This design comes from an exercise in tuning for small area and a short achievable clock period on the open sky130 flow, not from production work.
Function was not checked in any run shown here: the RTL went through the layout flow alone.
Power figures rest on the tool's default switching activity, not on a simulated workload.

===== flow/design.v =====
`timescale 1ns / 1ps
module filter(
    clock,
    reset,
    Data_In,
    Data_Out
    );
    input clock,
          reset;
    input  [7:0] Data_In;
    output [16:0] Data_Out;
    reg  [7:0] x1;
    reg  [7:0] x2;
    reg  [7:0] x3;
    reg  [7:0] x4;
    reg  [7:0] x5;
    reg  [7:0] x6;
    reg  [7:0] x7;
    reg  [7:0] x8;
    reg  [7:0] x9;
    reg  [7:0] x10;
    reg  [7:0] x11;
    reg  [7:0] x12;
    reg  [7:0] x13;
    reg  [7:0] x14;
    reg  [7:0] x15;
    reg  [7:0] x16;
    reg  [7:0] x17;
    reg  [7:0] x18;
    reg  [7:0] x19;
    reg  [7:0] x20;
    reg  [7:0] x21;
    reg  [7:0] x22;
    reg  [7:0] x23;
    reg  [7:0] x24;
    reg  [7:0] x25;
    reg  [7:0] x26;
    reg  [7:0] x27;
    reg  [7:0] x28;
    reg  [7:0] x29;
    reg  [7:0] x30;
    reg  [4:0] age;      
    reg  [16:0] S;       
    always @(posedge clock) begin
        x1 <= reset ? 8'd0 : Data_In;
        x2 <= x1;
        x3 <= x2;
        x4 <= x3;
        x5 <= x4;
        x6 <= x5;
        x7 <= x6;
        x8 <= x7;
        x9 <= (reset || age < 5'd8) ? 8'd0 : x8;
        x10 <= reset ? 8'd0 : x9;
        x11 <= reset ? 8'd0 : x10;
        x12 <= reset ? 8'd0 : x11;
        x13 <= reset ? 8'd0 : x12;
        x14 <= reset ? 8'd0 : x13;
        x15 <= reset ? 8'd0 : x14;
        x16 <= reset ? 8'd0 : x15;
        x17 <= reset ? 8'd0 : x16;
        x18 <= reset ? 8'd0 : x17;
        x19 <= reset ? 8'd0 : x18;
        x20 <= reset ? 8'd0 : x19;
        x21 <= x20;
        x22 <= x21;
        x23 <= x22;
        x24 <= x23;
        x25 <= x24;
        x26 <= x25;
        x27 <= x26;
        x28 <= (reset || age < 5'd27) ? 8'd0 : x27;
        x29 <= reset ? 8'd0 : x28;
        x30 <= reset ? 8'd0 : x29;
        if (reset) age <= 5'd0;
        else if (age != 5'd31) age <= age + 5'd1;
    end
    wire s1;
    wire c2;
    wire s4;
    wire c5;
    wire s7;
    wire c8;
    wire s10;
    wire c11;
    wire s13;
    wire c14;
    wire s16;
    wire c17;
    wire s19;
    wire c20;
    wire s22;
    wire c23;
    wire s25;
    wire c26;
    wire s28;
    wire c29;
    wire s31;
    wire c32;
    wire s34;
    wire c35;
    wire s37;
    wire c38;
    wire s40;
    wire c41;
    wire s43;
    wire c44;
    wire s46;
    wire c47;
    wire s49;
    wire c50;
    wire s52;
    wire c53;
    wire s55;
    wire c56;
    wire s58;
    wire c59;
    wire n61;
    wire n62;
    wire n63;
    wire n64;
    wire n65;
    wire s66;
    wire c67;
    wire s69;
    wire c70;
    wire s72;
    wire c73;
    wire s75;
    wire c76;
    wire n78;
    wire n79;
    wire n80;
    wire n81;
    wire n82;
    wire s83;
    wire c84;
    wire s86;
    wire c87;
    wire s89;
    wire c90;
    wire s92;
    wire c93;
    wire s95;
    wire c96;
    wire s98;
    wire c99;
    wire s101;
    wire c102;
    wire s104;
    wire c105;
    wire s107;
    wire c108;
    wire s110;
    wire c111;
    wire s113;
    wire c114;
    wire s116;
    wire c117;
    wire s119;
    wire c120;
    wire s122;
    wire c123;
    wire s125;
    wire c126;
    wire s128;
    wire c129;
    wire s131;
    wire c132;
    wire s134;
    wire c135;
    wire s137;
    wire c138;
    wire s140;
    wire c141;
    wire s143;
    wire c144;
    wire s146;
    wire c147;
    wire s149;
    wire c150;
    wire s152;
    wire c153;
    wire s155;
    wire c156;
    wire s158;
    wire c159;
    wire s161;
    wire c162;
    wire s164;
    wire c165;
    wire s167;
    wire c168;
    wire s170;
    wire c171;
    wire s173;
    wire c174;
    wire s176;
    wire c177;
    wire s179;
    wire c180;
    wire s182;
    wire c183;
    wire s185;
    wire c186;
    wire s188;
    wire c189;
    wire s191;
    wire c192;
    wire s194;
    wire c195;
    wire s197;
    wire c198;
    wire s200;
    wire c201;
    wire s203;
    wire c204;
    wire s206;
    wire c207;
    wire s209;
    wire c210;
    wire s212;
    wire c213;
    wire s215;
    wire c216;
    wire s218;
    wire c219;
    wire s221;
    wire c222;
    wire s224;
    wire c225;
    wire s227;
    wire c228;
    wire s230;
    wire c231;
    wire s233;
    wire c234;
    wire s236;
    wire c237;
    wire s239;
    wire c240;
    wire s242;
    wire c243;
    wire s245;
    wire c246;
    wire s248;
    wire c249;
    wire s251;
    wire c252;
    wire s254;
    wire c255;
    wire s257;
    wire c258;
    wire s260;
    wire c261;
    wire s263;
    wire c264;
    wire s266;
    wire c267;
    wire s269;
    wire c270;
    wire s272;
    wire c273;
    wire s275;
    wire c276;
    wire s278;
    wire c279;
    wire s281;
    wire c282;
    wire s284;
    wire c285;
    wire s287;
    wire c288;
    wire s290;
    wire c291;
    wire s293;
    wire c294;
    wire s296;
    wire c297;
    wire s299;
    wire c300;
    wire s302;
    wire c303;
    wire s305;
    wire c306;
    wire s308;
    wire c309;
    wire s311;
    wire c312;
    wire s314;
    wire c315;
    wire s317;
    wire c318;
    wire s320;
    wire c321;
    wire s323;
    wire c324;
    wire s326;
    wire c327;
    wire s329;
    wire c330;
    wire s332;
    wire c333;
    wire s335;
    wire c336;
    wire s338;
    wire c339;
    wire s341;
    wire c342;
    wire s344;
    wire c345;
    wire s347;
    wire c348;
    wire s350;
    wire c351;
    wire s353;
    wire c354;
    wire s356;
    wire c357;
    wire s359;
    wire c360;
    wire s362;
    wire c363;
    wire s365;
    wire c366;
    wire s368;
    wire c369;
    wire s371;
    wire c372;
    wire s374;
    wire c375;
    wire s377;
    wire c378;
    wire s380;
    wire c381;
    wire s383;
    wire c384;
    wire s386;
    wire c387;
    wire s389;
    wire c390;
    wire s392;
    wire c393;
    wire s395;
    wire c396;
    wire s398;
    wire c399;
    wire s401;
    wire c402;
    wire s404;
    wire c405;
    wire s407;
    wire c408;
    wire s410;
    wire c411;
    wire s413;
    wire c414;
    wire s416;
    wire c417;
    wire s419;
    wire c420;
    wire s422;
    wire c423;
    wire s425;
    wire c426;
    wire s428;
    wire c429;
    wire s431;
    wire c432;
    wire s434;
    wire c435;
    wire s437;
    wire c438;
    wire s440;
    wire c441;
    wire s443;
    wire c444;
    wire s446;
    wire c447;
    wire s449;
    wire c450;
    wire s452;
    wire c453;
    wire s455;
    wire c456;
    wire s458;
    wire c459;
    wire s461;
    wire c462;
    wire s464;
    wire c465;
    wire s467;
    wire c468;
    wire s470;
    wire c471;
    wire s473;
    wire c474;
    wire s476;
    wire c477;
    wire s479;
    wire c480;
    wire s482;
    wire c483;
    wire s485;
    wire c486;
    wire s488;
    wire c489;
    wire s491;
    wire c492;
    wire s494;
    wire c495;
    wire s497;
    wire c498;
    wire s500;
    wire c501;
    wire s503;
    wire c504;
    wire s506;
    wire c507;
    wire s509;
    wire c510;
    wire s512;
    wire c513;
    wire s515;
    wire c516;
    wire s518;
    wire c519;
    wire s521;
    wire c522;
    wire s524;
    wire c525;
    wire s527;
    wire c528;
    wire s530;
    wire c531;
    wire s533;
    wire c534;
    wire s536;
    wire c537;
    wire s539;
    wire c540;
    wire s542;
    wire c543;
    wire s545;
    wire c546;
    wire s548;
    wire c549;
    wire s551;
    wire c552;
    wire s554;
    wire c555;
    wire s557;
    wire c558;
    wire s560;
    wire c561;
    wire s563;
    wire c564;
    wire s566;
    wire c567;
    wire s569;
    wire c570;
    wire s572;
    wire c573;
    wire s575;
    wire c576;
    wire s578;
    wire c579;
    wire s581;
    wire c582;
    wire s584;
    wire c585;
    wire s587;
    wire c588;
    wire s590;
    wire c591;
    wire s593;
    wire c594;
    wire s596;
    wire c597;
    wire s599;
    wire c600;
    wire s602;
    wire c603;
    wire s605;
    wire c606;
    wire s608;
    wire c609;
    wire s611;
    wire c612;
    wire s614;
    wire c615;
    wire s617;
    wire c618;
    wire s620;
    wire c621;
    wire s623;
    wire c624;
    wire s626;
    wire c627;
    wire s629;
    wire c630;
    wire s632;
    wire c633;
    wire s635;
    wire c636;
    wire s638;
    wire c639;
    wire s641;
    wire c642;
    wire s644;
    wire c645;
    wire s647;
    wire c648;
    wire s650;
    wire c651;
    wire s653;
    wire c654;
    wire s656;
    wire c657;
    wire s659;
    wire c660;
    wire s662;
    wire c663;
    wire s665;
    wire c666;
    wire s668;
    wire c669;
    wire s671;
    wire c672;
    wire s674;
    wire c675;
    wire s677;
    wire c678;
    wire s680;
    wire c681;
    wire s683;
    wire c684;
    fir_ha u3 (.a(x10[0]), .b(x19[0]), .s(s1), .co(c2));
    fir_fa u6 (.a(x10[1]), .b(x19[1]), .c(c2), .s(s4), .co(c5));
    fir_fa u9 (.a(x10[2]), .b(x19[2]), .c(c5), .s(s7), .co(c8));
    fir_ha u12 (.a(x10[3]), .b(x19[3]), .s(s10), .co(c11));
    fir_fa u15 (.a(x10[4]), .b(x19[4]), .c(c11), .s(s13), .co(c14));
    fir_fa u18 (.a(x10[5]), .b(x19[5]), .c(c14), .s(s16), .co(c17));
    fir_ha u21 (.a(x10[6]), .b(x19[6]), .s(s19), .co(c20));
    fir_fa u24 (.a(x10[7]), .b(x19[7]), .c(c20), .s(s22), .co(c23));
    fir_ha u27 (.a(x11[0]), .b(x18[0]), .s(s25), .co(c26));
    fir_fa u30 (.a(x11[1]), .b(x18[1]), .c(c26), .s(s28), .co(c29));
    fir_fa u33 (.a(x11[2]), .b(x18[2]), .c(c29), .s(s31), .co(c32));
    fir_ha u36 (.a(x11[3]), .b(x18[3]), .s(s34), .co(c35));
    fir_fa u39 (.a(x11[4]), .b(x18[4]), .c(c35), .s(s37), .co(c38));
    fir_fa u42 (.a(x11[5]), .b(x18[5]), .c(c38), .s(s40), .co(c41));
    fir_ha u45 (.a(x11[6]), .b(x18[6]), .s(s43), .co(c44));
    fir_fa u48 (.a(x11[7]), .b(x18[7]), .c(c44), .s(s46), .co(c47));
    fir_ha u51 (.a(x12[0]), .b(x17[0]), .s(s49), .co(c50));
    fir_fa u54 (.a(x12[1]), .b(x17[1]), .c(c50), .s(s52), .co(c53));
    fir_fa u57 (.a(x12[2]), .b(x17[2]), .c(c53), .s(s55), .co(c56));
    fir_fa u60 (.a(x12[3]), .b(x17[3]), .c(c56), .s(s58), .co(c59));
    assign n61 = ~s49;
    assign n62 = ~s52;
    assign n63 = ~s55;
    assign n64 = ~s58;
    assign n65 = ~c59;
    fir_ha u68 (.a(x12[4]), .b(x17[4]), .s(s66), .co(c67));
    fir_fa u71 (.a(x12[5]), .b(x17[5]), .c(c67), .s(s69), .co(c70));
    fir_fa u74 (.a(x12[6]), .b(x17[6]), .c(c70), .s(s72), .co(c73));
    fir_fa u77 (.a(x12[7]), .b(x17[7]), .c(c73), .s(s75), .co(c76));
    assign n78 = ~s66;
    assign n79 = ~s69;
    assign n80 = ~s72;
    assign n81 = ~s75;
    assign n82 = ~c76;
    fir_ha u85 (.a(x13[0]), .b(x16[0]), .s(s83), .co(c84));
    fir_fa u88 (.a(x13[1]), .b(x16[1]), .c(c84), .s(s86), .co(c87));
    fir_fa u91 (.a(x13[2]), .b(x16[2]), .c(c87), .s(s89), .co(c90));
    fir_fa u94 (.a(x13[3]), .b(x16[3]), .c(c90), .s(s92), .co(c93));
    fir_ha u97 (.a(x13[4]), .b(x16[4]), .s(s95), .co(c96));
    fir_fa u100 (.a(x13[5]), .b(x16[5]), .c(c96), .s(s98), .co(c99));
    fir_fa u103 (.a(x13[6]), .b(x16[6]), .c(c99), .s(s101), .co(c102));
    fir_fa u106 (.a(x13[7]), .b(x16[7]), .c(c102), .s(s104), .co(c105));
    fir_ha u109 (.a(x14[0]), .b(x15[0]), .s(s107), .co(c108));
    fir_fa u112 (.a(x14[1]), .b(x15[1]), .c(c108), .s(s110), .co(c111));
    fir_fa u115 (.a(x14[2]), .b(x15[2]), .c(c111), .s(s113), .co(c114));
    fir_fa u118 (.a(x14[3]), .b(x15[3]), .c(c114), .s(s116), .co(c117));
    fir_ha u121 (.a(x14[4]), .b(x15[4]), .s(s119), .co(c120));
    fir_fa u124 (.a(x14[5]), .b(x15[5]), .c(c120), .s(s122), .co(c123));
    fir_fa u127 (.a(x14[6]), .b(x15[6]), .c(c123), .s(s125), .co(c126));
    fir_fa u130 (.a(x14[7]), .b(x15[7]), .c(c126), .s(s128), .co(c129));
    fir_fa u133 (.a(x1[0]), .b(x28[0]), .c(x30[0]), .s(s131), .co(c132));
    fir_fa u136 (.a(s25), .b(s83), .c(s107), .s(s134), .co(c135));
    fir_fa u139 (.a(1'b1), .b(x1[1]), .c(x28[1]), .s(s137), .co(c138));
    fir_fa u142 (.a(x29[0]), .b(x30[1]), .c(x30[0]), .s(s140), .co(c141));
    fir_fa u145 (.a(n61), .b(c132), .c(s137), .s(s143), .co(c144));
    fir_fa u148 (.a(s140), .b(s28), .c(s86), .s(s146), .co(c147));
    fir_fa u151 (.a(s110), .b(c135), .c(s143), .s(s149), .co(c150));
    fir_fa u154 (.a(s146), .b(s149), .c(Data_In[0]), .s(s152), .co(c153));
    fir_fa u157 (.a(x1[2]), .b(x9[0]), .c(x20[0]), .s(s155), .co(c156));
    fir_fa u160 (.a(x28[2]), .b(x29[1]), .c(x30[2]), .s(s158), .co(c159));
    fir_fa u163 (.a(x30[1]), .b(s1), .c(s25), .s(s161), .co(c162));
    fir_fa u166 (.a(s83), .b(c138), .c(c141), .s(s164), .co(c165));
    fir_fa u169 (.a(s155), .b(s158), .c(s161), .s(s167), .co(c168));
    fir_fa u172 (.a(n62), .b(c144), .c(s164), .s(s170), .co(c171));
    fir_fa u175 (.a(c147), .b(s31), .c(s89), .s(s173), .co(c174));
    fir_fa u178 (.a(s113), .b(s167), .c(c150), .s(s176), .co(c177));
    fir_fa u181 (.a(s170), .b(s173), .c(s176), .s(s179), .co(c180));
    fir_fa u184 (.a(s179), .b(Data_In[1]), .c(c153), .s(s182), .co(c183));
    fir_fa u187 (.a(x1[3]), .b(x9[1]), .c(x20[1]), .s(s185), .co(c186));
    fir_fa u190 (.a(x28[3]), .b(x29[2]), .c(x30[3]), .s(s188), .co(c189));
    fir_fa u193 (.a(x30[2]), .b(s1), .c(s34), .s(s191), .co(c192));
    fir_fa u196 (.a(s107), .b(c156), .c(c159), .s(s194), .co(c195));
    fir_fa u199 (.a(s185), .b(s188), .c(s4), .s(s197), .co(c198));
    fir_fa u202 (.a(s28), .b(s86), .c(c162), .s(s200), .co(c201));
    fir_fa u205 (.a(s191), .b(c165), .c(s194), .s(s203), .co(c204));
    fir_fa u208 (.a(c32), .b(s197), .c(s200), .s(s206), .co(c207));
    fir_fa u211 (.a(c168), .b(n63), .c(c171), .s(s209), .co(c210));
    fir_fa u214 (.a(s203), .b(s92), .c(s116), .s(s212), .co(c213));
    fir_fa u217 (.a(c174), .b(s206), .c(c177), .s(s215), .co(c216));
    fir_fa u220 (.a(s209), .b(s212), .c(c180), .s(s218), .co(c219));
    fir_fa u223 (.a(s215), .b(Data_In[2]), .c(s218), .s(s221), .co(c222));
    fir_fa u226 (.a(x1[4]), .b(x9[2]), .c(x20[2]), .s(s224), .co(c225));
    fir_fa u229 (.a(x28[4]), .b(x29[3]), .c(x30[4]), .s(s227), .co(c228));
    fir_fa u232 (.a(x30[3]), .b(s25), .c(s95), .s(s230), .co(c231));
    fir_fa u235 (.a(s119), .b(c186), .c(c189), .s(s233), .co(c234));
    fir_fa u238 (.a(s224), .b(s227), .c(s4), .s(s236), .co(c237));
    fir_fa u241 (.a(s37), .b(s110), .c(c192), .s(s239), .co(c240));
    fir_fa u244 (.a(s230), .b(c195), .c(s233), .s(s242), .co(c243));
    fir_fa u247 (.a(c198), .b(c201), .c(s7), .s(s245), .co(c246));
    fir_fa u250 (.a(s31), .b(s89), .c(s236), .s(s248), .co(c249));
    fir_fa u253 (.a(s239), .b(c204), .c(s242), .s(s251), .co(c252));
    fir_fa u256 (.a(c93), .b(c117), .c(c207), .s(s254), .co(c255));
    fir_fa u259 (.a(s245), .b(n64), .c(s248), .s(s257), .co(c258));
    fir_fa u262 (.a(c210), .b(s251), .c(c213), .s(s260), .co(c261));
    fir_fa u265 (.a(s254), .b(s257), .c(c216), .s(s263), .co(c264));
    fir_fa u268 (.a(s260), .b(Data_In[3]), .c(c219), .s(s266), .co(c267));
    fir_fa u271 (.a(s263), .b(c222), .c(s266), .s(s269), .co(c270));
    fir_fa u274 (.a(1'b1), .b(x1[5]), .c(x9[3]), .s(s272), .co(c273));
    fir_fa u277 (.a(x20[3]), .b(x28[5]), .c(x29[4]), .s(s275), .co(c276));
    fir_fa u280 (.a(x30[5]), .b(x30[4]), .c(s10), .s(s278), .co(c279));
    fir_fa u283 (.a(s34), .b(s49), .c(s83), .s(s281), .co(c282));
    fir_fa u286 (.a(s107), .b(n78), .c(c225), .s(s284), .co(c285));
    fir_fa u289 (.a(c228), .b(s272), .c(s275), .s(s287), .co(c288));
    fir_fa u292 (.a(s28), .b(s98), .c(s122), .s(s290), .co(c291));
    fir_fa u295 (.a(c231), .b(s278), .c(s281), .s(s293), .co(c294));
    fir_fa u298 (.a(c234), .b(s284), .c(s287), .s(s296), .co(c297));
    fir_fa u301 (.a(c8), .b(c32), .c(c237), .s(s299), .co(c300));
    fir_fa u304 (.a(c240), .b(s7), .c(s40), .s(s302), .co(c303));
    fir_fa u307 (.a(s113), .b(s290), .c(s293), .s(s305), .co(c306));
    fir_fa u310 (.a(c243), .b(s296), .c(s92), .s(s308), .co(c309));
    fir_fa u313 (.a(c246), .b(s299), .c(n65), .s(s311), .co(c312));
    fir_fa u316 (.a(c249), .b(s302), .c(s305), .s(s314), .co(c315));
    fir_fa u319 (.a(c252), .b(c255), .c(s308), .s(s317), .co(c318));
    fir_fa u322 (.a(c258), .b(s311), .c(s314), .s(s320), .co(c321));
    fir_fa u325 (.a(c261), .b(s317), .c(Data_In[4]), .s(s323), .co(c324));
    fir_fa u328 (.a(c264), .b(s320), .c(s323), .s(s326), .co(c327));
    fir_fa u331 (.a(c267), .b(s326), .c(c270), .s(s329), .co(c330));
    fir_fa u334 (.a(1'b1), .b(x1[6]), .c(x9[4]), .s(s332), .co(c333));
    fir_fa u337 (.a(x20[4]), .b(x28[6]), .c(x29[5]), .s(s335), .co(c336));
    fir_fa u340 (.a(x30[6]), .b(x30[5]), .c(s10), .s(s338), .co(c339));
    fir_fa u343 (.a(s43), .b(s95), .c(c273), .s(s341), .co(c342));
    fir_fa u346 (.a(c276), .b(s332), .c(s335), .s(s344), .co(c345));
    fir_fa u349 (.a(s13), .b(s37), .c(s52), .s(s347), .co(c348));
    fir_fa u352 (.a(s86), .b(s110), .c(c279), .s(s350), .co(c351));
    fir_fa u355 (.a(c282), .b(s338), .c(n79), .s(s353), .co(c354));
    fir_fa u358 (.a(c285), .b(c288), .c(s341), .s(s356), .co(c357));
    fir_fa u361 (.a(s344), .b(c8), .c(c41), .s(s359), .co(c360));
    fir_fa u364 (.a(c291), .b(s31), .c(s101), .s(s362), .co(c363));
    fir_fa u367 (.a(s125), .b(s347), .c(s350), .s(s365), .co(c366));
    fir_fa u370 (.a(c294), .b(s353), .c(c297), .s(s368), .co(c369));
    fir_fa u373 (.a(s356), .b(c93), .c(c300), .s(s371), .co(c372));
    fir_fa u376 (.a(s116), .b(s359), .c(c303), .s(s374), .co(c375));
    fir_fa u379 (.a(s362), .b(c306), .c(s365), .s(s377), .co(c378));
    fir_fa u382 (.a(s368), .b(c309), .c(c312), .s(s380), .co(c381));
    fir_fa u385 (.a(s371), .b(s374), .c(c315), .s(s383), .co(c384));
    fir_fa u388 (.a(s377), .b(c318), .c(s380), .s(s386), .co(c387));
    fir_fa u391 (.a(Data_In[5]), .b(c321), .c(s383), .s(s389), .co(c390));
    fir_fa u394 (.a(c324), .b(s386), .c(s389), .s(s392), .co(c393));
    fir_fa u397 (.a(c327), .b(s392), .c(c330), .s(s395), .co(c396));
    fir_fa u400 (.a(1'b1), .b(x1[7]), .c(x9[5]), .s(s398), .co(c399));
    fir_fa u403 (.a(x20[5]), .b(x28[7]), .c(x29[6]), .s(s401), .co(c402));
    fir_fa u406 (.a(x30[7]), .b(x30[6]), .c(s34), .s(s404), .co(c405));
    fir_fa u409 (.a(s119), .b(c333), .c(c336), .s(s407), .co(c408));
    fir_fa u412 (.a(s398), .b(s401), .c(s13), .s(s410), .co(c411));
    fir_fa u415 (.a(s46), .b(s98), .c(c339), .s(s413), .co(c414));
    fir_fa u418 (.a(s404), .b(c342), .c(c345), .s(s416), .co(c417));
    fir_fa u421 (.a(s407), .b(c32), .c(c348), .s(s419), .co(c420));
    fir_fa u424 (.a(c351), .b(s16), .c(s40), .s(s422), .co(c423));
    fir_fa u427 (.a(s55), .b(s89), .c(s113), .s(s425), .co(c426));
    fir_fa u430 (.a(s410), .b(s413), .c(c354), .s(s428), .co(c429));
    fir_fa u433 (.a(n80), .b(c357), .c(s416), .s(s431), .co(c432));
    fir_fa u436 (.a(c117), .b(c360), .c(s104), .s(s434), .co(c435));
    fir_fa u439 (.a(s128), .b(c363), .c(s419), .s(s437), .co(c438));
    fir_fa u442 (.a(c366), .b(s422), .c(s425), .s(s440), .co(c441));
    fir_fa u445 (.a(s428), .b(c369), .c(s431), .s(s443), .co(c444));
    fir_fa u448 (.a(c372), .b(c375), .c(s434), .s(s446), .co(c447));
    fir_fa u451 (.a(c378), .b(s437), .c(s440), .s(s449), .co(c450));
    fir_fa u454 (.a(s443), .b(c381), .c(s446), .s(s452), .co(c453));
    fir_fa u457 (.a(Data_In[6]), .b(c384), .c(s449), .s(s455), .co(c456));
    fir_fa u460 (.a(c387), .b(s452), .c(c390), .s(s458), .co(c459));
    fir_fa u463 (.a(s455), .b(c393), .c(s458), .s(s461), .co(c462));
    fir_fa u466 (.a(1'b1), .b(x9[6]), .c(x20[6]), .s(s464), .co(c465));
    fir_fa u469 (.a(x29[7]), .b(x30[7]), .c(s19), .s(s467), .co(c468));
    fir_fa u472 (.a(s43), .b(c399), .c(c402), .s(s470), .co(c471));
    fir_fa u475 (.a(s464), .b(c47), .c(s37), .s(s473), .co(c474));
    fir_fa u478 (.a(s122), .b(c405), .c(s467), .s(s476), .co(c477));
    fir_fa u481 (.a(c408), .b(s470), .c(c17), .s(s479), .co(c480));
    fir_fa u484 (.a(c41), .b(c411), .c(c414), .s(s482), .co(c483));
    fir_fa u487 (.a(s16), .b(s101), .c(s473), .s(s485), .co(c486));
    fir_fa u490 (.a(s476), .b(c417), .c(c105), .s(s488), .co(c489));
    fir_fa u493 (.a(c129), .b(c420), .c(s58), .s(s491), .co(c492));
    fir_fa u496 (.a(s92), .b(s116), .c(s479), .s(s494), .co(c495));
    fir_fa u499 (.a(c423), .b(c426), .c(s482), .s(s497), .co(c498));
    fir_fa u502 (.a(n81), .b(c429), .c(s485), .s(s500), .co(c501));
    fir_fa u505 (.a(c432), .b(c435), .c(s488), .s(s503), .co(c504));
    fir_fa u508 (.a(c438), .b(c441), .c(s491), .s(s506), .co(c507));
    fir_fa u511 (.a(s494), .b(s497), .c(s500), .s(s509), .co(c510));
    fir_fa u514 (.a(c444), .b(c447), .c(s503), .s(s512), .co(c513));
    fir_fa u517 (.a(c450), .b(s506), .c(Data_In[7]), .s(s515), .co(c516));
    fir_fa u520 (.a(s509), .b(c453), .c(s512), .s(s518), .co(c519));
    fir_fa u523 (.a(c456), .b(s515), .c(s518), .s(s521), .co(c522));
    fir_fa u526 (.a(c459), .b(s521), .c(c462), .s(s524), .co(c525));
    fir_fa u529 (.a(1'b1), .b(x9[7]), .c(x20[7]), .s(s527), .co(c528));
    fir_fa u532 (.a(s19), .b(s66), .c(s95), .s(s530), .co(c531));
    fir_fa u535 (.a(s119), .b(c465), .c(s527), .s(s533), .co(c534));
    fir_fa u538 (.a(s22), .b(s46), .c(c468), .s(s536), .co(c537));
    fir_fa u541 (.a(s530), .b(c471), .c(s533), .s(s539), .co(c540));
    fir_fa u544 (.a(c17), .b(c474), .c(s40), .s(s542), .co(c543));
    fir_fa u547 (.a(s125), .b(s536), .c(c477), .s(s545), .co(c546));
    fir_fa u550 (.a(s539), .b(c59), .c(c93), .s(s548), .co(c549));
    fir_fa u553 (.a(c117), .b(c480), .c(c483), .s(s551), .co(c552));
    fir_fa u556 (.a(s104), .b(n82), .c(c486), .s(s554), .co(c555));
    fir_fa u559 (.a(s542), .b(s545), .c(c489), .s(s557), .co(c558));
    fir_fa u562 (.a(c492), .b(c495), .c(s548), .s(s560), .co(c561));
    fir_fa u565 (.a(c498), .b(s551), .c(c501), .s(s563), .co(c564));
    fir_fa u568 (.a(s554), .b(c504), .c(s557), .s(s566), .co(c567));
    fir_fa u571 (.a(c507), .b(s560), .c(c510), .s(s569), .co(c570));
    fir_fa u574 (.a(s563), .b(c513), .c(s566), .s(s572), .co(c573));
    fir_fa u577 (.a(c516), .b(s569), .c(c519), .s(s575), .co(c576));
    fir_fa u580 (.a(s572), .b(c522), .c(s575), .s(s578), .co(c579));
    fir_fa u583 (.a(s43), .b(c528), .c(c23), .s(s581), .co(c582));
    fir_fa u586 (.a(c47), .b(s22), .c(s69), .s(s584), .co(c585));
    fir_fa u589 (.a(s98), .b(s122), .c(c531), .s(s587), .co(c588));
    fir_fa u592 (.a(c534), .b(c41), .c(c537), .s(s590), .co(c591));
    fir_fa u595 (.a(s581), .b(s584), .c(s587), .s(s593), .co(c594));
    fir_fa u598 (.a(c540), .b(c105), .c(s128), .s(s596), .co(c597));
    fir_fa u601 (.a(c543), .b(s590), .c(c546), .s(s599), .co(c600));
    fir_fa u604 (.a(s593), .b(c549), .c(c552), .s(s602), .co(c603));
    fir_fa u607 (.a(c555), .b(s596), .c(s599), .s(s605), .co(c606));
    fir_fa u610 (.a(c558), .b(c561), .c(s602), .s(s608), .co(c609));
    fir_fa u613 (.a(c564), .b(s605), .c(c567), .s(s611), .co(c612));
    fir_fa u616 (.a(s608), .b(c570), .c(c573), .s(s614), .co(c615));
    fir_fa u619 (.a(s611), .b(s614), .c(c576), .s(s617), .co(c618));
    fir_fa u622 (.a(1'b1), .b(c23), .c(s46), .s(s620), .co(c621));
    fir_fa u625 (.a(c582), .b(c585), .c(c588), .s(s623), .co(c624));
    fir_fa u628 (.a(s72), .b(s101), .c(s125), .s(s626), .co(c627));
    fir_fa u631 (.a(s620), .b(c129), .c(c591), .s(s629), .co(c630));
    fir_fa u634 (.a(s623), .b(c594), .c(s626), .s(s632), .co(c633));
    fir_fa u637 (.a(c597), .b(c600), .c(s629), .s(s635), .co(c636));
    fir_fa u640 (.a(s632), .b(c603), .c(c606), .s(s638), .co(c639));
    fir_fa u643 (.a(s635), .b(c609), .c(s638), .s(s641), .co(c642));
    fir_fa u646 (.a(c612), .b(s641), .c(c615), .s(s644), .co(c645));
    fir_fa u649 (.a(1'b1), .b(c47), .c(c621), .s(s647), .co(c648));
    fir_fa u652 (.a(c624), .b(s75), .c(s104), .s(s650), .co(c651));
    fir_fa u655 (.a(s128), .b(c627), .c(s647), .s(s653), .co(c654));
    fir_fa u658 (.a(c630), .b(c633), .c(s650), .s(s656), .co(c657));
    fir_fa u661 (.a(s653), .b(c636), .c(s656), .s(s659), .co(c660));
    fir_fa u664 (.a(c639), .b(s659), .c(c642), .s(s662), .co(c663));
    fir_fa u667 (.a(1'b1), .b(c76), .c(c105), .s(s665), .co(c666));
    fir_fa u670 (.a(c129), .b(c648), .c(c651), .s(s668), .co(c669));
    fir_fa u673 (.a(s665), .b(c654), .c(c657), .s(s671), .co(c672));
    fir_fa u676 (.a(s668), .b(c660), .c(s671), .s(s674), .co(c675));
    fir_fa u679 (.a(1'b1), .b(c666), .c(c669), .s(s677), .co(c678));
    fir_fa u682 (.a(c672), .b(s677), .c(c675), .s(s680), .co(c681));
    fir_fa u685 (.a(1'b1), .b(c678), .c(c681), .s(s683), .co(c684));
    wire [16:0] rowA = {1'b1, s683, s680, c663, c645, c618, c579, c525, s524, c396, s395, s329, s269, c183, s182, s152, s131};
    wire [16:0] rowB = {c684, 1'b0, 1'b0, s674, s662, s644, s617, s578, 1'b0, s461, 1'b0, 1'b0, 1'b0, s221, 1'b0, 1'b0, s134};
    wire [16:0] S_next = rowA + rowB;
    always @(posedge clock) begin
        if (reset) S <= 17'd0;
        else       S <= S_next;
    end
    wire [9:0] oa, ob, og, op;
    wire [7:1] oe;
    fir_xor2 u_a0 (.a(S[0]), .b(Data_In[0]), .y(oa[0]));
    fir_pg1 u_pg1 (.s1(S[1]), .s0(S[0]), .d1(Data_In[1]), .d0(Data_In[0]), .p(op[1]), .g(og[1]));
    fir_pg u_pg2 (.s1(S[2]), .s0(S[1]), .d2(Data_In[2]), .d1(Data_In[1]), .d0(Data_In[0]), .p(op[2]), .g(og[2]));
    fir_pg u_pg3 (.s1(S[3]), .s0(S[2]), .d2(Data_In[3]), .d1(Data_In[2]), .d0(Data_In[1]), .p(op[3]), .g(og[3]));
    fir_pg u_pg4 (.s1(S[4]), .s0(S[3]), .d2(Data_In[4]), .d1(Data_In[3]), .d0(Data_In[2]), .p(op[4]), .g(og[4]));
    fir_pg u_pg5 (.s1(S[5]), .s0(S[4]), .d2(Data_In[5]), .d1(Data_In[4]), .d0(Data_In[3]), .p(op[5]), .g(og[5]));
    fir_pg u_pg6 (.s1(S[6]), .s0(S[5]), .d2(Data_In[6]), .d1(Data_In[5]), .d0(Data_In[4]), .p(op[6]), .g(og[6]));
    fir_pg u_pg7 (.s1(S[7]), .s0(S[6]), .d2(Data_In[7]), .d1(Data_In[6]), .d0(Data_In[5]), .p(op[7]), .g(og[7]));
    fir_pg8 u_pg8 (.s1(S[8]), .s0(S[7]), .d1(Data_In[7]), .d0(Data_In[6]), .p(op[8]), .g(og[8]));
    fir_pg9 u_pg9 (.s1(S[9]), .s0(S[8]), .d0(Data_In[7]), .p(op[9]), .g(og[9]));
    wire G0_2;
    fir_ao21 u_G0_2 (.a(og[2]), .b(op[2]), .c(og[1]), .y(G0_2));
    wire G0_4;
    fir_ao21 u_G0_4 (.a(og[4]), .b(op[4]), .c(og[3]), .y(G0_4));
    wire P0_4;
    fir_and2 u_P0_4 (.a(op[4]), .b(op[3]), .y(P0_4));
    wire G0_6;
    fir_ao21 u_G0_6 (.a(og[6]), .b(op[6]), .c(og[5]), .y(G0_6));
    wire P0_6;
    fir_and2 u_P0_6 (.a(op[6]), .b(op[5]), .y(P0_6));
    wire G0_8;
    fir_ao21 u_G0_8 (.a(og[8]), .b(op[8]), .c(og[7]), .y(G0_8));
    wire P0_8;
    fir_and2 u_P0_8 (.a(op[8]), .b(op[7]), .y(P0_8));
    wire G1_3;
    fir_ao21 u_G1_3 (.a(og[3]), .b(op[3]), .c(G0_2), .y(G1_3));
    wire G1_4;
    fir_ao21 u_G1_4 (.a(G0_4), .b(P0_4), .c(G0_2), .y(G1_4));
    wire G1_7;
    fir_ao21 u_G1_7 (.a(og[7]), .b(op[7]), .c(G0_6), .y(G1_7));
    wire P1_7;
    fir_and2 u_P1_7 (.a(op[7]), .b(P0_6), .y(P1_7));
    wire G1_8;
    fir_ao21 u_G1_8 (.a(G0_8), .b(P0_8), .c(G0_6), .y(G1_8));
    wire P1_8;
    fir_and2 u_P1_8 (.a(P0_8), .b(P0_6), .y(P1_8));
    wire G2_5;
    fir_ao21 u_G2_5 (.a(og[5]), .b(op[5]), .c(G1_4), .y(G2_5));
    wire G2_6;
    fir_ao21 u_G2_6 (.a(G0_6), .b(P0_6), .c(G1_4), .y(G2_6));
    wire G2_7;
    fir_ao21 u_G2_7 (.a(G1_7), .b(P1_7), .c(G1_4), .y(G2_7));
    wire G2_8;
    fir_ao21 u_G2_8 (.a(G1_8), .b(P1_8), .c(G1_4), .y(G2_8));
    wire G3_9;
    fir_ao21 u_G3_9 (.a(og[9]), .b(op[9]), .c(G2_8), .y(G3_9));
    wire [10:1] cy;   
    assign cy[1] = 1'b0;
    assign cy[2] = og[1];
    assign cy[3] = G0_2;
    assign cy[4] = G1_3;
    assign cy[5] = G1_4;
    assign cy[6] = G2_5;
    assign cy[7] = G2_6;
    assign cy[8] = G2_7;
    assign cy[9] = G2_8;
    assign cy[10] = G3_9;
    assign Data_Out[0] = oa[0];
    assign Data_Out[1] = op[1];
    fir_xor2 u_y2 (.a(op[2]), .b(cy[2]), .y(Data_Out[2]));
    fir_xor2 u_y3 (.a(op[3]), .b(cy[3]), .y(Data_Out[3]));
    fir_xor2 u_y4 (.a(op[4]), .b(cy[4]), .y(Data_Out[4]));
    fir_xor2 u_y5 (.a(op[5]), .b(cy[5]), .y(Data_Out[5]));
    fir_xor2 u_y6 (.a(op[6]), .b(cy[6]), .y(Data_Out[6]));
    fir_xor2 u_y7 (.a(op[7]), .b(cy[7]), .y(Data_Out[7]));
    fir_xor2 u_y8 (.a(op[8]), .b(cy[8]), .y(Data_Out[8]));
    fir_xor2 u_y9 (.a(op[9]), .b(cy[9]), .y(Data_Out[9]));
    wire [6:0] hi_inc = S[16:10] + 7'd1;
    fir_mux2 u_y10 (.a(S[10]), .b(hi_inc[0]), .s(cy[10]), .y(Data_Out[10]));
    fir_mux2 u_y11 (.a(S[11]), .b(hi_inc[1]), .s(cy[10]), .y(Data_Out[11]));
    fir_mux2 u_y12 (.a(S[12]), .b(hi_inc[2]), .s(cy[10]), .y(Data_Out[12]));
    fir_mux2 u_y13 (.a(S[13]), .b(hi_inc[3]), .s(cy[10]), .y(Data_Out[13]));
    fir_mux2 u_y14 (.a(S[14]), .b(hi_inc[4]), .s(cy[10]), .y(Data_Out[14]));
    fir_mux2 u_y15 (.a(S[15]), .b(hi_inc[5]), .s(cy[10]), .y(Data_Out[15]));
    fir_mux2 u_y16 (.a(S[16]), .b(hi_inc[6]), .s(cy[10]), .y(Data_Out[16]));
endmodule
module fir_pg(input s1, input s0, input d2, input d1, input d0, output p, output g);
    wire a = s1 ^ d2 ^ d1;
    wire b = (s0 & d1) | (s0 & d0) | (d1 & d0);
    assign p = a ^ b;
    assign g = a & b;
endmodule
module fir_pg1(input s1, input s0, input d1, input d0, output p, output g);
    wire a = s1 ^ d1 ^ d0;
    wire b = s0 & d0;
    assign p = a ^ b;
    assign g = a & b;
endmodule
module fir_pg8(input s1, input s0, input d1, input d0, output p, output g);
    wire a = s1 ^ d1;
    wire b = (s0 & d1) | (s0 & d0) | (d1 & d0);
    assign p = a ^ b;
    assign g = a & b;
endmodule
module fir_pg9(input s1, input s0, input d0, output p, output g);
    wire b = s0 & d0;
    assign p = s1 ^ b;
    assign g = s1 & b;
endmodule
module fir_xor2(input a, input b, output y);
    assign y = a ^ b;
endmodule
module fir_and2(input a, input b, output y);
    assign y = a & b;
endmodule
module fir_maj3(input a, input b, input c, output y);
    assign y = (a & b) | (a & c) | (b & c);
endmodule
module fir_ao21(input a, input b, input c, output y);
    assign y = a | (b & c);
endmodule
module fir_mux2(input a, input b, input s, output y);
    assign y = s ? b : a;
endmodule
module fir_fa(input a, input b, input c, output s, output co);
    assign s = a ^ b ^ c;
    assign co = (a & b) | (a & c) | (b & c);
endmodule
module fir_ha(input a, input b, output s, output co);
    assign s = a ^ b;
    assign co = a & b;
endmodule

===== flow/standard.sh =====
#!/bin/bash
# synth_recipe.tcl (not shown) runs the flow's synth.tcl, then flattens the netlist and writes it again
# the make line also repeats each setting of config.mk as NAME=value (left out here)
make -C /OpenROAD-flow-scripts/flow DESIGN_CONFIG=/design/flow/config.mk WORK_HOME=/design/flow/orfs CLKGATE_MAP_FILE= SYNTH_SCRIPT=/design/flow/synth_recipe.tcl "${@:-finish}"

===== flow/flow/run.sh =====
#!/bin/bash
# The standard layout (standard.sh) with three changes: synthesis runs
# flow/synth.tcl (synth_recipe.tcl without adder-cell extraction in the output
# adder's small modules), the port buffers are sky130_fd_sc_hd__buf_2 cells,
# and timing repair aims for more setup slack than config.mk may ask for.
# Logs: standard.log here; ORFS's own logs under orfs/logs.
set -euo pipefail
export SETUP_SLACK_MARGIN=5.5
export BUFFER_PORTS_ARGS="-buffer_cell sky130_fd_sc_hd__buf_2"
sed "s#SYNTH_SCRIPT=[^ ]*#SYNTH_SCRIPT=$PWD/flow/synth.tcl#" standard.sh > own_standard.sh
grep -q "SYNTH_SCRIPT=$PWD/flow/synth.tcl" own_standard.sh
bash own_standard.sh > standard.log 2>&1

===== flow/config.mk =====
export PLATFORM = sky130hd
export DESIGN_NAME = filter
export DESIGN_NICKNAME = filter
export VERILOG_FILES = /design/flow/design.v
export SDC_FILE = /design/flow/constraint.sdc
export NUM_CORES = 4
export LEC_CHECK = 0
export ABC_CLOCK_PERIOD_IN_PS = 3000
export CAP_MARGIN = 20
export CORE_MARGIN = 2
export CORE_UTILIZATION = 40
export CTS_BUF_LIST = sky130_fd_sc_hd__clkbuf_8
export CTS_CLUSTER_DIAMETER = 60
export CTS_CLUSTER_SIZE = 14
export SLEW_MARGIN = 20
export SYNTH_HIERARCHICAL = 1

===== flow/constraint.sdc =====
create_clock -name core_clock -period 12.5 [get_ports {clock}]
set_input_delay 2.5000 -clock core_clock [delete_from_list [all_inputs] [get_ports {clock}]]
set_output_delay 2.5000 -clock core_clock [all_outputs]
set_load 0.01 [all_outputs]

===== flow/flow/synth.tcl =====
# synth_recipe.tcl (the standard synthesis), except that full and half adder
# cells are extracted only in filter, fir_fa and fir_ha: the one-cell modules
# of the output adder and its fir_pg* modules are left to ABC as they are.
proc synth {args} { yosys synth -nofsm -noshare {*}$args }
proc extract_fa {args} { yosys extract_fa {*}$args filter fir_fa fir_ha }
source $::env(SCRIPTS_DIR)/synth.tcl
# left out here: clear keep_hierarchy, flatten, clean up, hide names made inside functions, write 1_2_yosys.v

==> run summary, run 1 <==
The worst ir drop on vdd is 0.000133 V. The die outline area is 31900 µm². The register clock-pin slew on the reported worst setup and hold paths is 0.09 ns.

The total number of clock tree sinks came out at 262. The global-route wire length before repair came out at 34300 µm. The clock latency reported for the late side of the worst-skew pair came out at 0.54 ns.

The critical path endpoint category is an output port. The floorplan has 63 rows. The flow ran to the end and the layout has no timing, DRC or antenna violations.

The height of the die came out at 179 µm. The startpoint of the most critical hold path is x23[7]$_DFF_P_. The synthesized design spends more area on one cell type than any other, namely dfxtp_1.

The routed layout has 5889 vias. The worst hold-check path type is flip-flop to flip-flop. The largest fanout on the critical path came out at 9. The critical path goes through buf_2 > xnor2_2 > xnor2_2 > and2_1 > a21o_4 > a21o_1 > a21o_4 > mux2_4 > buf_2. On the worst path, the slowest cell contributes a delay of 0.30 ns. In this run the standard cell core region covers 29900 µm².

CTS built an H-tree with a depth of 1. In the final design database the tool counted 1143 nets. Across the run, the number of max-cap violations was 0. In the post-synthesis netlist, the biggest area contributors are dfxtp_1 43%, fa_1 35%, nor2b_1 6.2%, ha_1 2.5%, xor2_1 1.3%. The all-layer global routing usage came out at 14.2%. The endpoint of the lowest-slack register-to-register path is S[15]$_SDFF_PP0_. After layout, the worst setup slack is 5.59 ns. The total overflow reported by the global router came out at 0. The mean post-synth cell area came out at 14.4 µm².

The tightest slew margin relative to the limit is 39.1%. The most used flip-flop cell after synthesis is dfxtp_1. The final period utilization came out at 55.3%. The routed design has 21000 µm of wire. The starting density of the core is 40.8%. The setup fix buffers added after clock tree synthesis came out at 0.

After synthesis, flip-flops and latches occupy 43.0% of the total area. The maximum number of buffers from clock root to sink is 3. TritonCTS built the clock tree. Once detail routing completed, the nets flagged for antenna violations numbered 0. Subtracting the final worst setup slack from the clock period gives 6.91 ns. Cells with a size suffix above 1 make up 9.80% of the layout. For this run, the detailed router's first-pass iteration total came to 4. The overall power came out at 1730 µW.

The count of warnings emitted by yosys came out at 7. The number of buffers created by CTS came out at 23. The DRC violations left came out at 0. By count the netlist is led by 262 x dfxtp_1, 213 x fa_1, 120 x nor2b_1. The count of cell types in the netlist is 50. In this run, the number of DRC markers left after iteration 0 of detailed routing was 236. The number of pins exceeding their max-slew limit in the final report was 0. In this run the critical register-to-register path is launched from x11[3]$_SDFF_PP0_. The cell area that synthesis handed to floorplanning was 12200 µm². Input and output buffers added on the ports amount to 26. The maximum number of pins on one net before global-route repair is 95.

The number of ports placed on the die boundary came out at 27. Synthesis handed over a netlist of 850 instances. The pre-CTS setup slack came out at 5.33 ns.

The setup TNS is 0 ns. The total power density per cell area came out at 130 nW/µm². More flip-flops sit in one register than any other, and that register is S. The number of failing hold endpoints at the final stage is 0.

The HPWL after detailed placement is 16900 µm. The register bit count reported by yosys came out at 262. The cell with the biggest individual delay on the critical path is mux2_4. The register-to-register setup slack is 5.94 ns.

Data on the critical path is required at its endpoint by 10.00 ns. For the worst flop-to-flop path, the logic depth is 15. The routed wirelength normalized by instance count is 16.3 µm. The number of antenna violations at the first check in global routing came out at 0. The routability-driven placement congestion ratio came out at 0.797. The worst clock skew is 0.0213 ns. Counting flops with an async set or reset pin after synthesis yields a share of 0%.

For this run, the share of the core covered by cells in the final layout is 44.4%. STA classifies the critical path startpoint as a primary input. The worst-margin pin slew is 0.914 ns.

The count of inserted antenna diode cells is 0. Tracing the worst setup path back leads to its startpoint at Data_In[4]. The number of synthesized flops with an enable pin is 0.

The register with the most flip-flops in the layout has 17 of them. For this design the static power due to leakage is 0.00598 µW. At the worst endpoint, the arrival time is 4.41 ns. The number of global-route vias before repair came out at 6316.

The share of the synthesized area in the top cell type is 43.0%. dfxtp_1 is the most common cell in the netlist. The floorplan step set the die width to 179 µm. The detailed-route vias per instance is 4.57. The highest attainable clock frequency is 0.145 GHz.

The capturing element of the worst setup path is Data_Out[14]. Setup repair after global routing left no endpoint under its margin. The critical path is of the primary input to output port type. The area growth from synthesis to layout is 8.61%. The setup-violating endpoint count in the final report is 0.

Counting the fill cells in the layout gives 2681. The tree is rooted in a clkbuf_8.
[worst max-delay path, delay by kind of cell]
kind / cells / cell delay (ns)
XOR/XNOR: 2 / 0.41
AND/OR/NAND/NOR: 1 / 0.19
buffers and inverters: 2 / 0.31
multiplexers: 1 / 0.30
AO/OA/AOI/OAI: 3 / 0.69
[layer usage]
metal  vias up  track usage [%]  part of all wire (%)
met5         -                0                     0
met4         0             3.01                   1.8
met3        25             2.58                   3.6
met2        54             21.7                    46
met1      3018             21.0                    49
li1       2792                -                     -
[what timing repair did]
action / 4_1_cts / 5_1_grt
pin swaps: 0 / 1
endpoints found under the hold margin: 0 / 0
hold buffers: 0 / 0
resized for setup: 2 / 8
cloned: 0 / 0
setup endpoints to repair: 7 / 7
[cells in the final DEF, fill, tap and decap left out, drive strengths merged, types with 11 or more instances in the layout]
cell and n:
a21o 16, and2 22, buf 25, clkbuf 26, conb 11, dfxtp 262
fa 213, ha 24, inv 12, mux2 11, nor2 21, nor2b 120
o21ai 18, xnor2 23, xor2 18
[final cells by class]
type | count | area, µm² | share of cell area [%]
clock inverters | 4 | 75.1 | 0.567
clock buffers | 23 | 317 | 2.39
repair buffers | 28 | 155 | 1.17
well taps | 390 | 488 | 3.68
flip-flops and latches | 262 | 5250 | 39.6
inverters | 12 | 45.0 | 0.340
multi-input cells | 569 | 6930 | 52.3
[cells by family (layout without fill, tap and decap cells)]
group	count (synthesis)	count (layout)	synth area share, %
muxes	14	14	1.48
adders and majority gates	237	237	37.4
and+or+nand+nor	209	209	10.2
buffers and inverters	29	67	0.954
xor gates and xnor gates	41	41	3.31
DFF	262	262	43.0
AOI/OAI and AO/OA	57	57	3.59
other	1	11	0.0307
[power breakdown]
| part | switching, µW | internal, µW |
|---|---|---|
| registers | 24.0 | 860 |
| clock network | 261 | 209 |
| logic | 198 | 175 |
[how the worst min path moves through the flow]
| stage | endpoint | depth (start not counted) |
|---|---|---|
| detailed placement | x22[0]$_DFF_P_ | 0 |
| floorplan | x22[0]$_DFF_P_ | 0 |
| CTS | x8[5]$_DFF_P_ | 0 |
| global placement | x4[2]$_DFF_P_ | 0 |
| finish | x24[7]$_DFF_P_ | 0 |
| global route | x22[1]$_DFF_P_ | 0 |
[modules after synthesis, one instance, submodules excluded, a selection]
module / cell area, µm² / times used / cells / flops+latches
fir_pg1: 30.0 / 1 / 4 / 0
fir_ha: 12.5 / 12 / 1 / 0
filter: 7020 / 1 / 536 / 262
fir_and2: 6.26 / 5 / 1 / 0
fir_xor2: 8.76 / 9 / 1 / 0
fir_pg: 60.1 / 6 / 7 / 0
fir_ao21: 7.51 / 13 / 1 / 0
fir_pg8: 46.3 / 1 / 6 / 0
fir_fa: 20.0 / 213 / 1 / 0
[through the flow]
stage / area, µm² / std cells / hold slack (ns)
5_1_grt: 13300 / 1288 / 0.334
3_5_place_dp: 12800 / 1261 / 0.312
3_3_place_gp: 12800 / 1261 / 0.310
2_1_floorplan: 12200 / 860 / 0.310
4_1_cts: 13200 / 1288 / 0.329
6_report: 13300 / 1288 / 0.327
==> run 2, diff against run 1 <==
--- a/flow/flow/run.sh
+++ b/flow/flow/run.sh
@@ -6,5 +6,5 @@
 # Logs: standard.log here; ORFS's own logs under orfs/logs.
 set -euo pipefail
-export SETUP_SLACK_MARGIN=5.5
+export SETUP_SLACK_MARGIN=5.9
 export BUFFER_PORTS_ARGS="-buffer_cell sky130_fd_sc_hd__buf_2"
 sed "s#SYNTH_SCRIPT=[^ ]*#SYNTH_SCRIPT=$PWD/flow/synth.tcl#" standard.sh > own_standard.sh
==> run 2 against run 1 <==
  * Still clean on timing, DRC and antenna
  * Synthesized cell count is the same
  * Die area stayed put
  * Critical path depth is 1 higher
  * Total power rose by 3.2%
  * Utilization grew 1.1 points
  * Sequential cell count did not move
  * Non-clock buffer count grew 18
  * Register-to-register slack better by 0.15 ns
  * Sequential power about the same
  * Cell area rose by 2.6%
  * Worst setup slack improved by 0.099 ns
  * Critical path type unchanged
  * Highest routed layer unchanged
==> run summary, run 2 <==
The die is 179 µm wide. Across the routed clock network, the largest skew measured is 0.0181 ns. The maximum number of buffers from clock root to sink came out at 3. The share of synthesized area occupied by flip-flops and latches is 43.0%. Subtracting the final worst setup slack from the clock period gives 6.81 ns. The largest fanout on the critical path is 8.

The global-route wire length before repair came out at 35000 µm. The worst-margin pin slew is 0.921 ns. Counting both buffers and inverters, the worst setup path holds a total of 2. The routed wirelength normalized by instance count is 16.4 µm. The detailed-route vias per instance came out at 4.59. STA puts the critical path data required time at 10.00 ns. The clock latency reported for the late side of the worst-skew pair is 0.53 ns. The number of maximum-capacitance constraint violations is 0. The wire-length estimate of the detail-placed layout is 16900 µm. The top cell type by area accounts for 43.0% of the synthesized area. After floorplanning, the core was sized to cover 29900 µm². The overall power is 1780 µW. After clock tree synthesis, the clock-pin slew on the worst setup and hold paths is 0.09 ns. The number of levels in the clock H-tree is 1. The final period utilization came out at 54.5%. By count the netlist is led by 262 x dfxtp_1, 213 x fa_1, 120 x nor2b_1. The final route contains 6001 vias.

Traced cell by cell, the critical path runs through buf_12 > nand3b_1 > o21ai_4 > xnor2_2 > a21o_1 > a21o_1 > a21o_1 > a21o_4 > mux2_4 > buf_6. A synthesized cell averages 14.4 µm². The setup TNS is 0 ns. CTS placed an instance of clkbuf_8 at the clock tree root. In this design, the largest share of critical-path delay is due to compound AO/OA/AOI/OAI gates.

dfxtp_1 is the most common cell in the netlist. At the end of routability-driven placement, the weighted congestion stood at 0.797. The detailed router finished its first iteration with 253 violations.

Counting flops per register, the top entry is S. Once the floorplan was initialized, standard cells occupied 40.8% of the core. The setup path with the least slack is of type primary input to output port. The critical path runs through a total of 10 cells. The post-layout net count came out at 1161. The number of global-route vias before repair came out at 6464. The cell depth of the worst flop-to-flop path came out at 16.

The row count is 63. The share of synthesized registers carrying an async set or reset came out at 0%. The worst setup path is launched from a primary input. Yosys printed 7 warnings. TritonCTS built the clock tree. The setup-violating endpoint count in the final report came out at 0. The static power due to leakage came out at 0.00612 µW. The post-cts hold buffer count came out at 0.

During placement, the flow inserted port buffers numbering 26. The tightest slew margin relative to the limit is 38.6%. The arrival time of the worst setup path came out at 4.31 ns. The run finished with no timing, DRC or antenna violations. The number of antenna violations at the first check in global routing came out at 0. The number of failing hold endpoints at the final stage is 0. The number of flip-flops in the largest register came out at 17. In this run the count of I/O pins placed on the die edge is 27. The number of buffers created by CTS is 23. The internal portion of total power came out at 1290 µW. The library cell used most frequently in the layout, excluding fill and tap cells, is dfxtp_1. The analysis attributes to net switching a power of 497 µW. The area added between synthesis and finish is 11.4%. Setup repair after global routing could not meet its margin everywhere. The maximum number of pins on one net before global-route repair is 95.

The clock group share of total power came out at 26.3%. The number of pins exceeding their max-slew limit in the final report came out at 0. The all-layer global routing usage is 14.4%.

The DRC violations left came out at 0. The worst reg2reg path startpoint is x18[3]$_SDFF_PP0_. Once detail routing completed, the nets flagged for antenna violations numbered 0. The instance count along the most critical hold path came out at 0. The register share of total power is 49.7%.

In the layout the commonest cells are 261 x dfxtp_1, 209 x fa_1, 120 x nor2b_1, 23 x clkbuf_8. After global routing the overflow that remains totals 0. The count of inserted antenna diode cells came out at 0. The number of synthesized flops with an enable pin came out at 0.

dfxtp_1 takes more of the synthesized area than any other cell. The height of the die came out at 179 µm. The filler cells instantiated in the layout total 2652.

The count of TritonRoute iterations in the first routing pass is 4. The die covers 31900 µm². The fraction of layout instances using a drive strength above 1 came out at 13.1%. The startpoint of the most critical hold path is x23[7]$_DFF_P_. The worst ir drop on vdd came out at 0.000133 V.

After synthesis, the cell types taking the most area are dfxtp_1 43%, fa_1 35%, nor2b_1 6.2%, ha_1 2.5%, xor2_1 1.3%. Derived from the worst setup path, the maximum achievable clock frequency is 0.147 GHz. The critical path endpoint category is an output port.

For this run, the leading register cell type out of synthesis is dfxtp_1. In this run switching power makes up 27.9% of total power. The cell with the biggest individual delay on the critical path is mux2_4. By instance count, the cell type seen most on the critical path is a21o_1. The post-detailed-routing wire length is 21500 µm. The gate count after technology mapping is 850. The count of cell types in the netlist came out at 50. Synthesis inferred 262 register bits. The worst hold-check path type is flip-flop to flip-flop.

The combinational fraction of design power came out at 24.0%. The total number of clock tree sinks is 262. In this run the power density over the cells is 131 nW/µm². The post-synthesis instance area is 12200 µm². The origin of the worst setup path is Data_In[1]. The maximum single-stage delay on the critical path came out at 0.31 ns.
run 2: cell count changes in the layout (fill, tap and decap cells not counted), sizes merged:
cell and delta:
buf +20, clkbuf -2
run 2: path summary, 6_finish.rpt:
kind | slack, ns | end
setup / recovery | 5.69 | Data_Out[15]
hold / removal | 0.33 | x24[7]$_DFF_P_
setup reg to reg | 6.09 | S[15]$_SDFF_PP0_
hold reg to reg | 0.33 | x24[7]$_DFF_P_
run 2: what timing repair did:
action,in CTS,in global routing
setup buffers,7,11
setup endpoints to repair,7,16
pin swaps,9,7
gates resized for setup,32,19
run 2: through the flow:
stage	utilization [%]	hold WS [ns]	worst slack [ns]	cells	cell area [µm²]
after floorplan	-	0.310	5.92	860	12200
after global placement	42.9	0.310	5.42	1261	12800
after detailed placement	42.9	0.312	5.33	1261	12800
after CTS	44.9	0.329	5.66	1295	13400
after global routing	45.5	0.334	5.59	1306	13600
final	45.5	0.326	5.69	1306	13600
run 2: cell type report:
type / count / area (µm²) / share of cell area (%)
multi-input combinational: 569 / 7040 / 51.8
inverter: 12 / 45.0 / 0.331
clock inverter: 4 / 75.1 / 0.552
sequential: 262 / 5250 / 38.6
tap: 390 / 488 / 3.59
timing repair buffer: 46 / 387 / 2.84
clock buffer: 23 / 317 / 2.33
run 2: worst register-to-register path: stages, from the launching register on:
cell,delay (ns)
dfxtp_1,0.36
ha_2,0.33
fa_1,0.62
fa_1,0.46
fa_1,0.51
fa_1,0.43
fa_1,0.40
fa_1,0.48
fa_1,0.40
fa_1,0.42
fa_1,0.42
ha_4,0.30
nand4_1,0.17
buf_4,0.19
a2111oi_2,0.42
a221oi_1,0.12
mux2_2,0.29
run 2: cell families (layout without fill, tap and decap cells):
kind of cell | count (synthesis) | after routing | share of synthesized area (%)
buffers and inverters | 29 | 85 | 0.954
adder cells (fa/ha/maj) | 237 | 237 | 37.4
XOR/XNOR | 41 | 41 | 3.31
flip-flops | 262 | 262 | 43.0
other | 1 | 11 | 0.0307
multiplexers | 14 | 14 | 1.48
AND/OR/NAND/NOR | 209 | 209 | 10.2
AO/OA/AOI/OAI | 57 | 57 | 3.59
run 2: Yosys stat by module (local to each module, per instance), a selection:
module,cells,copies in the design
fir_fa,1,213
fir_pg1,4,1
fir_pg,7,6
fir_and2,1,5
fir_pg9,3,1
fir_mux2,1,7
fir_xor2,1,9
fir_pg8,6,1
fir_ao21,1,13
fir_ha,1,12
run 2: power by group through the flow:
stage | clock network, µW | logic, µW | registers (µW)
after floorplan | 0 | 276 | 897
after global placement | 0 | 359 | 903
after detailed placement | 0 | 364 | 903
after CTS | 490 | 403 | 885
after global routing | 521 | 471 | 891
final | 469 | 429 | 886
run 2: routing by layer:
layer | wire [µm] | part of all wire [%] | GRT usage [%] | up-vias
met5 | 0 | 0 | 0 | -
met4 | 371 | 1.7 | 3.01 | 0
met3 | 748 | 3.5 | 2.58 | 25
met2 | 10100 | 47 | 22.5 | 68
met1 | 10300 | 48 | 21.2 | 3081
li1 | - | - | - | 2827

==> port drivers added, routing unchanged <==
No port has a modelled driver above. Below, the same layouts with a new extraction and two added sets of constraints.
Step 1: set_driving_cell puts a clkbuf_16 on clock and a buf_2 on each other input, an assumption about the parent block.
Step 2 times the ports against the registers' clock, not the clock port: input delays grow and output delays shrink by t, the midpoint of the rising clock arrivals with the driver on.
a / b / c = no drivers / after step 1 / after step 2; a / b = the first two.
run | t (ns) | setup WS [ns] | worst data-port slew with drivers (ns)
run 1 | 0.567 | 5.593 / 5.571 / 5.571 | 0.03
run 2 | 0.565 | 5.692 / 5.644 / 5.644 | 0.06
After both steps setup and hold are still met in every run listed. For run 2, which loses most, drivers alone change the setup slack by -0.048 ns; drivers and shift together by -0.048 ns.
